This is an optimization exercise on Yosys and OpenROAD, whose aim is small area and a short achievable clock period, not a production implementation. Where RTL was checked, it was by simulation tests only, not by an equivalence proof against the original. No activity file was given, so power comes from the tool's default toggle rates. No driver is modelled on the clock port, so clocking that relies on it looks cheaper here than on a real chip.

==> flow/design.v <==
module SPI_RAM(din,clk,rst_n,rx_valid,dout);
input [9:0] din;
input clk,rst_n,rx_valid;
output reg [7:0] dout;
reg [3:0] cnt;            
reg [7:0] wr_addr;
reg wz;                   
reg [7:0] rd_addr;
reg wp;                   
reg [7:0] wdata;
reg [7:0] rm;             
reg [7:0] rs;             
reg wr, wr_n;             
wire [7:0] wd = wdata ^ {8{~cnt[3]}};
wire [3:0] cntm2 = cnt - 4'd2;
wire [7:0] tap [0:31];
genvar r;
generate
    for (r = 0; r < 32; r = r + 1) begin : ring
        reg [63:0] q;     
        wire sel = (wr_addr[7:3] == r);
        wire a = sel & wr;
        wire b = ~sel | wr_n;
        always @(posedge clk)
            q <= {q[55:0], ~((q[63:56] | {8{a}}) & (wd | {8{b}}))};
        assign tap[r] = q[7:0];
    end
endgenerate
wire deliver = rx_valid && rst_n;
wire put = deliver && din[9:8] == 2'b01;
wire wp_nx = put | (wp & ~wr);
wire wr_nx = wp_nx && (cnt[2:0] + 3'd1 == wr_addr[2:0]);
always @(posedge clk)
    cnt <= cnt + 4'd1;
always @(posedge clk) begin
    wp   <= wp_nx;
    wr   <= wr_nx;
    wr_n <= ~wr_nx;
    if (put)
        wdata <= din[7:0];
    if (rx_valid && din[9:8] == 2'b00)
        wr_addr <= din[7:0];
    else if (wz && !wp)
        wr_addr <= 8'd0;
    if (!rst_n)
        wz <= 1'b1;
    else if (rx_valid && din[9:8] == 2'b00)
        wz <= 1'b0;
    if (!rst_n)
        rd_addr <= 8'd0;
    else if (rx_valid && din[9:8] == 2'b10)
        rd_addr <= din[7:0];
    rm <= tap[rd_addr[7:3]];
    if (cntm2[2:0] == rd_addr[2:0])
        rs <= rm ^ {8{cntm2[3]}};
    if (deliver && din[9:8] == 2'b11)
        dout <= rs;
end
endmodule
module SPI_Slave(MOSI,clk,SS_n,tx_data,rst_n,MISO,rx_valid,rx_data);
    input MOSI,clk,SS_n,rst_n;
    input [7:0] tx_data;
    output reg MISO,rx_valid;
    output [9:0] rx_data;
localparam IDLE  = 3'd0;
localparam CHK   = 3'd1;
localparam WRITE = 3'd2;
localparam RDATA = 3'd3;
localparam RADD  = 3'd4;
reg [2:0] cs;
reg [3:0] bit_count;
reg read_ctrl;            
reg is_read_cmd;          
reg flag;                 
reg b0;                   
reg [9:0] sh;             
wire wpath = (cs == WRITE);
assign rx_data = {sh[9:1], wpath ? b0 : sh[0]};
wire cap = rx_valid & rx_data[9] & rx_data[8];
always @(posedge clk)
    sh <= {sh[8:0], MOSI};
always @(posedge clk) begin
    if (!rst_n) begin
        cs          <= IDLE;
        rx_valid    <= 1'b0;
        MISO        <= 1'b0;
        read_ctrl   <= 1'b0;
        is_read_cmd <= 1'b0;
        flag        <= 1'b0;
        b0          <= 1'b0;
    end else begin
        rx_valid <= 1'b0;
        if (rx_valid && wpath)
            b0 <= sh[0];
        if (cap)
            flag <= 1'b1;
        case (cs)
            IDLE: begin
                MISO <= 1'b0;
                if (!SS_n) cs <= CHK;
            end
            CHK: begin
                if (SS_n)
                    cs <= IDLE;
                else begin
                    is_read_cmd <= MOSI;
                    cs <= is_read_cmd ? (read_ctrl ? RDATA : RADD) : WRITE;
                end
            end
            WRITE, RADD: begin
                if (SS_n || bit_count == 4'd10)
                    cs <= IDLE;
                else if (bit_count == 4'd9) begin
                    rx_valid <= 1'b1;
                    if (cs == RADD) read_ctrl <= 1'b1;
                end
            end
            RDATA: begin
                if (SS_n || bit_count == 4'd10)
                    cs <= IDLE;
                else begin
                    MISO <= flag && !bit_count[3] && tx_data[~bit_count[2:0]];
                    if (bit_count == 4'd9) begin
                        read_ctrl <= 1'b0;
                        flag <= 1'b0;
                    end
                end
            end
            default: cs <= IDLE;
        endcase
    end
end
always @(posedge clk) begin
    if (cs == CHK)
        bit_count <= 4'd0;
    else
        bit_count <= bit_count + 4'd1;
end
endmodule
module TopModule(MOSI,clk,SS_n,rst_n,MISO);
    input MOSI,clk,SS_n,rst_n;
    output MISO;
    wire [9:0] rx_data;
    wire rx_valid;
    wire [7:0] tx_data;
    SPI_Slave spi_slave (MOSI,clk,SS_n,tx_data,rst_n,MISO,rx_valid,rx_data);
    SPI_RAM ram(rx_data,clk,rst_n,rx_valid,tx_data);
endmodule
export LEC_CHECK = 0
export CAP_MARGIN = 0
export CORE_MARGIN = 2
export CORE_UTILIZATION = 40
export SETUP_SLACK_MARGIN = 4.6
export SLEW_MARGIN = 0
create_clock -name core_clock -period 7.0 [get_ports {clk}]
standard.sh (not shown) runs the stock make flow with config.mk's settings and CLKGATE_MAP_FILE= SYNTH_SCRIPT=/design/flow/synth_recipe.tcl, a recipe that flattens the netlist after the stock synthesis.
==> flow/flow/run.sh <==
#!/bin/bash
# The standard layout (standard.sh) with two changes:
#  - synthesis maps the logic with an area-oriented ABC script (abc.script
#    here, in place of ORFS's abc_speed.script); every other synthesis step,
#    and so every register, is the standard synthesis's;
#  - the clock tree is built from larger sink clusters, without dummy loads.
# Each make run writes its output to a log here; each ORFS step keeps its
# own log under orfs/logs/.
set -euo pipefail
here=$(pwd)
rm -rf "$here/scripts_abc"
cp -r "$FLOW_HOME/scripts" "$here/scripts_abc"
cp "$here/flow/abc.script" "$here/scripts_abc/abc_speed.script"
bash standard.sh "SCRIPTS_DIR=$here/scripts_abc" synth > synth.log 2>&1
export CTS_ARGS="-sink_clustering_enable -repair_clock_nets -dont_use_dummy_load -buf_list {sky130_fd_sc_hd__clkbuf_16 sky130_fd_sc_hd__clkbuf_8 sky130_fd_sc_hd__clkbuf_4} -root_buf sky130_fd_sc_hd__clkbuf_16 -sink_clustering_buffer sky130_fd_sc_hd__clkbuf_16 -sink_buffer_max_cap_derate 1.0 -sink_clustering_size 30 -sink_clustering_max_diameter 80"
bash standard.sh finish > make.log 2>&1
==> flow/flow/abc.script <==
&get -n
&st
&syn2
&dch -f
&nf -a -R 100
&st
&syn2
&dch -f
&nf -a -R 100
&put
buffer -c
topo
stime -c
upsize -c
dnsize -c
The starting point completed without violations.
Edit:
--- a/flow/config.mk
+++ b/flow/config.mk
@@ -6,7 +6,7 @@
 export NUM_CORES = 8
 export LEC_CHECK = 0
-export CAP_MARGIN = 0
+export CAP_MARGIN = 30
 export CORE_MARGIN = 2
 export CORE_UTILIZATION = 40
 export SETUP_SLACK_MARGIN = 4.6
-export SLEW_MARGIN = 0
+export SLEW_MARGIN = 20
The changed run produced a clean layout.
Setup slack degrades by 0.0098 ns.
Via count barely changes.
Final area stays flat.
Wire length barely changes.
Edit:
==> flow/flow/run.sh (replaced) <==
#!/bin/bash
# The standard layout (standard.sh), with the clock tree built from smaller
# sink clusters and without dummy loads. make's output goes to make.log; each
# ORFS step keeps its own log under orfs/logs/.
set -euo pipefail
export CTS_ARGS="-sink_clustering_enable -repair_clock_nets -dont_use_dummy_load -buf_list {sky130_fd_sc_hd__clkbuf_16 sky130_fd_sc_hd__clkbuf_8 sky130_fd_sc_hd__clkbuf_4} -root_buf sky130_fd_sc_hd__clkbuf_16 -sink_clustering_buffer sky130_fd_sc_hd__clkbuf_16 -sink_buffer_max_cap_derate 1.0 -sink_clustering_size 30 -sink_clustering_max_diameter 80"
bash standard.sh finish > make.log 2>&1
--- a/flow/config.mk
+++ b/flow/config.mk
@@ -9,4 +9,4 @@
 export CORE_MARGIN = 2
 export CORE_UTILIZATION = 40
-export SETUP_SLACK_MARGIN = 4.6
+export SETUP_SLACK_MARGIN = 5.0
 export SLEW_MARGIN = 20
removed: flow/flow/abc.script
Outcome: Final area climbs by 4.5%; worst setup slack gets worse by 0.044 ns; power climbs by 0.57%; critical path depth stays the same.

* * *

v10:
RTL: the design.v shown in full above, as it stands there.
==> flow/config.mk <==
export PLATFORM = sky130hd
export DESIGN_NAME = TopModule
export DESIGN_NICKNAME = TopModule
export VERILOG_FILES = /design/flow/design.v
export SDC_FILE = /design/flow/constraint.sdc
export NUM_CORES = 8
export LEC_CHECK = 0
export CAP_MARGIN = 30
export CORE_MARGIN = 2
export CORE_UTILIZATION = 40
export CTS_CLUSTER_DIAMETER = 60
export CTS_CLUSTER_SIZE = 25
export SETUP_SLACK_MARGIN = 5.0
export SLEW_MARGIN = 20
==> flow/constraint.sdc <==
create_clock -name core_clock -period 7.0 [get_ports {clk}]
set_input_delay 1.4000 -clock core_clock [delete_from_list [all_inputs] [get_ports {clk}]]
set_output_delay 1.4000 -clock core_clock [all_outputs]
set_load 0.01 [all_outputs]
run.sh (not shown) runs the stock make flow with config.mk's settings and CLKGATE_MAP_FILE= SYNTH_SCRIPT=/design/flow/synth_recipe.tcl, a recipe that flattens the netlist after the stock synthesis.
Stock flow here: none of the scripts above is used.
The final layout from v10, which completed every stage, passed the timing, design-rule and antenna checks at the end of the flow.
Relative to v10, the following input files were edited for v48:
- CTS_CLUSTER_SIZE: 25 -> unset
- SETUP_SLACK_MARGIN: 5.0 -> 4.6
- PLACE_DENSITY: unset -> 0.8
- CORE_UTILIZATION: 40 -> 70
- CTS_CLUSTER_DIAMETER: 60 -> unset
==> flow/flow/run.sh (new file) <==
#!/bin/bash
# The standard layout (standard.sh) with two changes:
#  - synthesis maps the logic with an area-oriented ABC script (abc.script
#    here, in place of ORFS's abc_speed.script); every other synthesis step,
#    and so every register, is the standard synthesis's;
#  - the clock tree is built from larger sink clusters, without dummy loads.
# Each make run writes its output to a log here; each ORFS step keeps its
# own log under orfs/logs/.
set -euo pipefail
here=$(pwd)
rm -rf "$here/scripts_abc"
cp -r "$FLOW_HOME/scripts" "$here/scripts_abc"
cp "$here/flow/abc.script" "$here/scripts_abc/abc_speed.script"
bash standard.sh "SCRIPTS_DIR=$here/scripts_abc" synth > synth.log 2>&1
export CTS_ARGS="-sink_clustering_enable -repair_clock_nets -dont_use_dummy_load -buf_list {sky130_fd_sc_hd__clkbuf_16 sky130_fd_sc_hd__clkbuf_8 sky130_fd_sc_hd__clkbuf_4} -root_buf sky130_fd_sc_hd__clkbuf_16 -sink_clustering_buffer sky130_fd_sc_hd__clkbuf_16 -sink_buffer_max_cap_derate 1.0 -sink_clustering_size 30 -sink_clustering_max_diameter 80"
bash standard.sh finish > make.log 2>&1
==> flow/flow/abc.script (new file) <==
&get -n
&st
&syn2
&dch -f
&nf -a -R 100
&st
&syn2
&dch -f
&nf -a -R 100
&put
buffer -c
topo
stime -c
upsize -c
dnsize -c
==> flow/standard.sh (new file) <==
#!/bin/bash
# synth_recipe.tcl (not shown) runs the flow's synth.tcl, then flattens the netlist and writes it again
# the make line also repeats each setting of config.mk as NAME=value (left out here)
make -C /OpenROAD-flow-scripts/flow DESIGN_CONFIG=/design/flow/config.mk WORK_HOME=/design/flow/orfs CLKGATE_MAP_FILE= SYNTH_SCRIPT=/design/flow/synth_recipe.tcl "${@:-finish}"
removed: flow/run.sh
==> results.txt <==
v48 finished end to end and its layout was clean on timing, DRC and antenna.
Compared v48 against v10; final-report max-slew violation count within noise.
Compared to v10, v48 has multi-input combinational area share 1.8 points lower.
Going from v10 to v48, count of clock-buffer cells in the layout lost 36; placed cell count lost 894; final wirelength lost 2.7%.
Compared to v10, v48 has clock network fraction of total power 5.5 points lower.
Relative to v10, v48 improves power.
Summary: with v10 as the reference, area of the die in v48 moved down by more than a quarter.
Setup changes, v48 to v24
- clearing PLACE_DENSITY, which used to be 0.8
- swapping 70 for 40 in CORE_UTILIZATION
- swapping 4.6 for 4.8 in SETUP_SLACK_MARGIN
- Of v24 and v48, v48 shows the lower final cell count, with v24 above it.
- Looking at initial standard-cell utilization of the core, v24 sits 30 points below v48.
- Between v24 and v48, the difference in power after layout is negligible.
- Higher clock share of power goes to v24 over v48.
- On worst-skew pair later-pin latency: between v24 and v48, it ends up lower for v48.
- In v24 relative to v48, die area had gone up by more than half.
- v24 vs v48: final design area excluding fillers up by a few percent
- v24 ends up with a multi-input gate share of the layout cell area that is 0.26 points higher than in v48.
- Number of antenna violations at the first check in global routing came out exactly the same in v24 and v48.
Inputs modified between v24 and v51:
- PLACE_DENSITY now 0.7, previously not set
- SETUP_SLACK_MARGIN now 4.6, was 4.8
- CORE_UTILIZATION now 55, was 40
## What came out
Of v24 and v51, the lower number of buffers inserted during clock tree synthesis belongs to v51. Cell area after layout: v51 vs v24 down about 1.7%. Wire: v51 routes more than v24. Total power of v51 is lower than that of v24. v51 — number of non-filler instances in the completed layout 401 lower, v24 as reference. met3 demand-to-capacity share in global routing is lower on v24.

* * *

Starts from the design.v that is shown in full above.
==> flow/config.mk <==
export PLATFORM = sky130hd
export DESIGN_NAME = TopModule
export DESIGN_NICKNAME = TopModule
export VERILOG_FILES = /design/flow/design.v
export SDC_FILE = /design/flow/constraint.sdc
export NUM_CORES = 8
export LEC_CHECK = 0
export CAP_MARGIN = 30
export CORE_MARGIN = 2
export CORE_UTILIZATION = 40
export SETUP_SLACK_MARGIN = 4.5
export SLEW_MARGIN = 20
==> flow/constraint.sdc <==
create_clock -name core_clock -period 7.0 [get_ports {clk}]
set_input_delay 1.4000 -clock core_clock [delete_from_list [all_inputs] [get_ports {clk}]]
set_output_delay 1.4000 -clock core_clock [all_outputs]
set_load 0.01 [all_outputs]
standard.sh (not shown) runs the stock make flow with config.mk's settings and CLKGATE_MAP_FILE= SYNTH_SCRIPT=/design/flow/synth_recipe.tcl, a recipe that flattens the netlist after the stock synthesis.
==> flow/flow/run.sh <==
#!/bin/bash
# The standard layout (standard.sh), with the clock tree built from smaller
# sink clusters and without dummy loads. make's output goes to make.log; each
# ORFS step keeps its own log under orfs/logs/.
set -euo pipefail
export CTS_ARGS="-sink_clustering_enable -repair_clock_nets -dont_use_dummy_load -buf_list {sky130_fd_sc_hd__clkbuf_16 sky130_fd_sc_hd__clkbuf_8 sky130_fd_sc_hd__clkbuf_4} -root_buf sky130_fd_sc_hd__clkbuf_16 -sink_clustering_buffer sky130_fd_sc_hd__clkbuf_16 -sink_buffer_max_cap_derate 1.0 -sink_clustering_size 30 -sink_clustering_max_diameter 80"
bash standard.sh finish > make.log 2>&1
The baseline produced a clean layout.
Edit:
==> flow/run.sh (new file) <==
#!/bin/bash
# synth_recipe.tcl (not shown) runs the flow's synth.tcl, then flattens the netlist and writes it again
# the make line also repeats each setting of config.mk as NAME=value (left out here)
make -C /OpenROAD-flow-scripts/flow DESIGN_CONFIG=/design/flow/config.mk WORK_HOME=/design/flow/orfs CLKGATE_MAP_FILE= SYNTH_SCRIPT=/design/flow/synth_recipe.tcl finish
- CTS_CLUSTER_DIAMETER: unset -> 60
- CTS_CLUSTER_SIZE: unset -> 25
removed: flow/flow/run.sh
removed: flow/standard.sh
Result:
- power is higher by a few percent
- clock skew is lower by 73 ps
- global-route usage is higher by 0.11 points
- worst setup slack gets better by 30 ps
- wire length is higher slightly
- final cell count is higher slightly
- utilization is higher by 0.92 points
- clock power is higher by about a fifth
- via count is higher slightly
- flip-flop and latch count does not change

* * *

## try-raven
TopModule, a different RTL version from the one above (not shown whole).
Size: ~3000 cells after synthesis, ~5 I/O pins, about 48000 µm² of cells after synthesis.
Settings: LEC_CHECK=0, CAP_MARGIN=30, CORE_MARGIN=2, CORE_UTILIZATION=40, CTS_CLUSTER_DIAMETER=80, CTS_CLUSTER_SIZE=30, SETUP_SLACK_MARGIN=4.5, SLEW_MARGIN=20; clock period 7.0 ns.
run.sh (not shown) runs the stock make flow with config.mk's settings and CLKGATE_MAP_FILE= SYNTH_SCRIPT=/design/flow/synth_recipe.tcl, a recipe that flattens the netlist after the stock synthesis.
Stock flow here: none of the scripts above is used.
Relative to try-raven, the following input files were edited for try-ember:
- CTS_CLUSTER_DIAMETER: 80 -> unset
- PLACE_DENSITY: unset -> 0.75
- CORE_UTILIZATION: 40 -> 65
- CTS_CLUSTER_SIZE: 30 -> unset
Results
In the tables for try-ember and try-raven, TritonCTS buffer count reads lower with try-raven. The run showing the smaller cell count is try-ember. Number of antenna violations at the first check in global routing: try-ember vs try-raven down 6. Effective utilization at floorplan was higher in the run labelled try-ember. H-tree depth: try-ember and try-raven compared, lower one is try-raven. Measured against each other, try-ember and try-raven differ in peak fanout along the critical path, the lower figure coming from try-ember. try-raven → try-ember: leakage component of the power went up 1.9 nW; clock share of power went up 14 points; global-route wire length before repair went up 22%; largest net degree at the start of global routing went down 4.
> inputs changed (try-ember -> try-cedar)
- a deleted PLACE_DENSITY that had been 0.75
- a change of CORE_UTILIZATION from 65 to 40
- an added CTS_CLUSTER_SIZE of 30
- an added CTS_BUF_LIST of sky130_fd_sc_hd__clkbuf_16 sky130_fd_sc_hd__clkbuf_8 sky130_fd_sc_hd__clkbuf_4
==> comparison <==
Re routed wire length: try-cedar is 19000 µm down on try-ember.
Compared with try-ember, in try-cedar pin count of the biggest net entering global routing went up, highest achievable clock rate went up, fraction of final layout cells with drive strength greater than 1 went up, detail-routed net length per standard cell went down.
For try-amber, these inputs were changed with respect to try-cedar:
- swapping 30 for 25 in CTS_CLUSTER_SIZE
- clearing CTS_BUF_LIST, which used to be sky130_fd_sc_hd__clkbuf_16 sky130_fd_sc_hd__clkbuf_8 sky130_fd_sc_hd__clkbuf_4
- putting CTS_CLUSTER_DIAMETER at 60 where nothing was set
[summary]
Re number of synthesized flops with an enable pin: no difference whatsoever between try-cedar and try-amber. try-amber ended with every stage complete and zero timing, DRC or antenna violations. try-cedar: no failed stages, no open violations at the end. [compare] base=try-cedar new=try-amber: final cycle utilization of the critical path has decreased, post-route total power now smaller, fraction of standard cell area in multi-input logic has increased, critical path arrival decreased 0.05 ns. Worst setup slack up 0.048 ns in try-amber wrt try-cedar.
Here is what was changed in the inputs of try-umber compared with try-amber.
- CTS_CLUSTER_DIAMETER: 60 -> unset
- CTS_CLUSTER_SIZE: 25 -> unset
--- outcome ---
Reported for try-umber and try-amber, max capacitance violation total turned out identical to the last digit. | worst slew margin relative to its limit | try-umber vs try-amber | ≈ equal |. For the core utilization, try-umber came in 2.6 points higher than try-amber did. Going from try-amber to try-umber, fraction of power consumed by the clock network grows by 10 points. [compare] base=try-amber new=try-umber: met2 global-route usage moved up, non-clock buffer count now larger, routed wire length went up, signal arrival time at the worst endpoint went up 0.05 ns. try-umber against try-amber: length of routed wiring on met1 up 2.3%; total power after layout went up 19%; final cell count went up.
Function was not checked in any run of this note: the RTL went through the layout flow alone.

what the ideal ports hide:
Ports are ideal in the flow. The routed layouts listed here were re-timed in OpenROAD.
Step 1 (the two cells are an assumption about what drives the block):
set clk [get_ports {clk}]
set_driving_cell -lib_cell sky130_fd_sc_hd__clkbuf_16 $clk
set_driving_cell -lib_cell sky130_fd_sc_hd__buf_2 [delete_from_list [all_inputs] $clk]
Step 2 times the ports against the registers' clock, not the clock port: input delays grow and output delays shrink by t, the midpoint of the rising clock arrivals with the driver on.
a / b / c = no drivers / after step 1 / after step 2; a / b = the first two.
run | shift t [ns] | setup WS [ns] | worst hold slack (ns)
the first run of note 1 | 0.706 | 4.542 / 4.475 / 4.054 | 0.283 / 0.283 / 0.283
the second run of note 1 | 0.708 | 4.532 / 4.464 / 4.057 | 0.288 / 0.288 / 0.288
the third run of note 1 | 0.709 | 4.488 / 4.416 / 4.401 | 0.231 / 0.231 / 0.231
v10 | 0.778 | 4.450 / 4.382 / 4.366 | 0.303 / 0.303 / 0.303
v48 | 0.695 | 4.504 / 4.436 / 3.983 | 0.255 / 0.255 / 0.255
v24 | 0.709 | 4.534 / 4.461 / 4.428 | 0.237 / 0.237 / 0.237
v51 | 0.699 | 4.507 / 4.441 / 4.019 | 0.284 / 0.284 / 0.284
the first run of note 3 | 0.722 | 4.425 / 4.390 / 3.917 | 0.247 / 0.247 / 0.247
the second run of note 3 | 0.763 | 4.455 / 4.387 / 3.925 | 0.304 / 0.304 / 0.304
try-raven | 0.750 | 4.436 / 4.403 / 3.889 | 0.311 / 0.311 / 0.311
try-ember | 0.835 | 4.378 / 4.305 / 3.753 | 0.270 / 0.270 / 0.270
try-cedar | 0.829 | 4.401 / 4.333 / 3.784 | 0.302 / 0.302 / 0.302
try-amber | 0.772 | 4.449 / 4.376 / 3.829 | 0.308 / 0.308 / 0.308
try-umber | 0.828 | 4.398 / 4.330 / 3.779 | 0.300 / 0.300 / 0.300
After both steps setup and hold are still met in every run listed. For try-ember, which loses most, drivers alone change the setup slack by -0.073 ns; drivers and shift together by -0.625 ns.
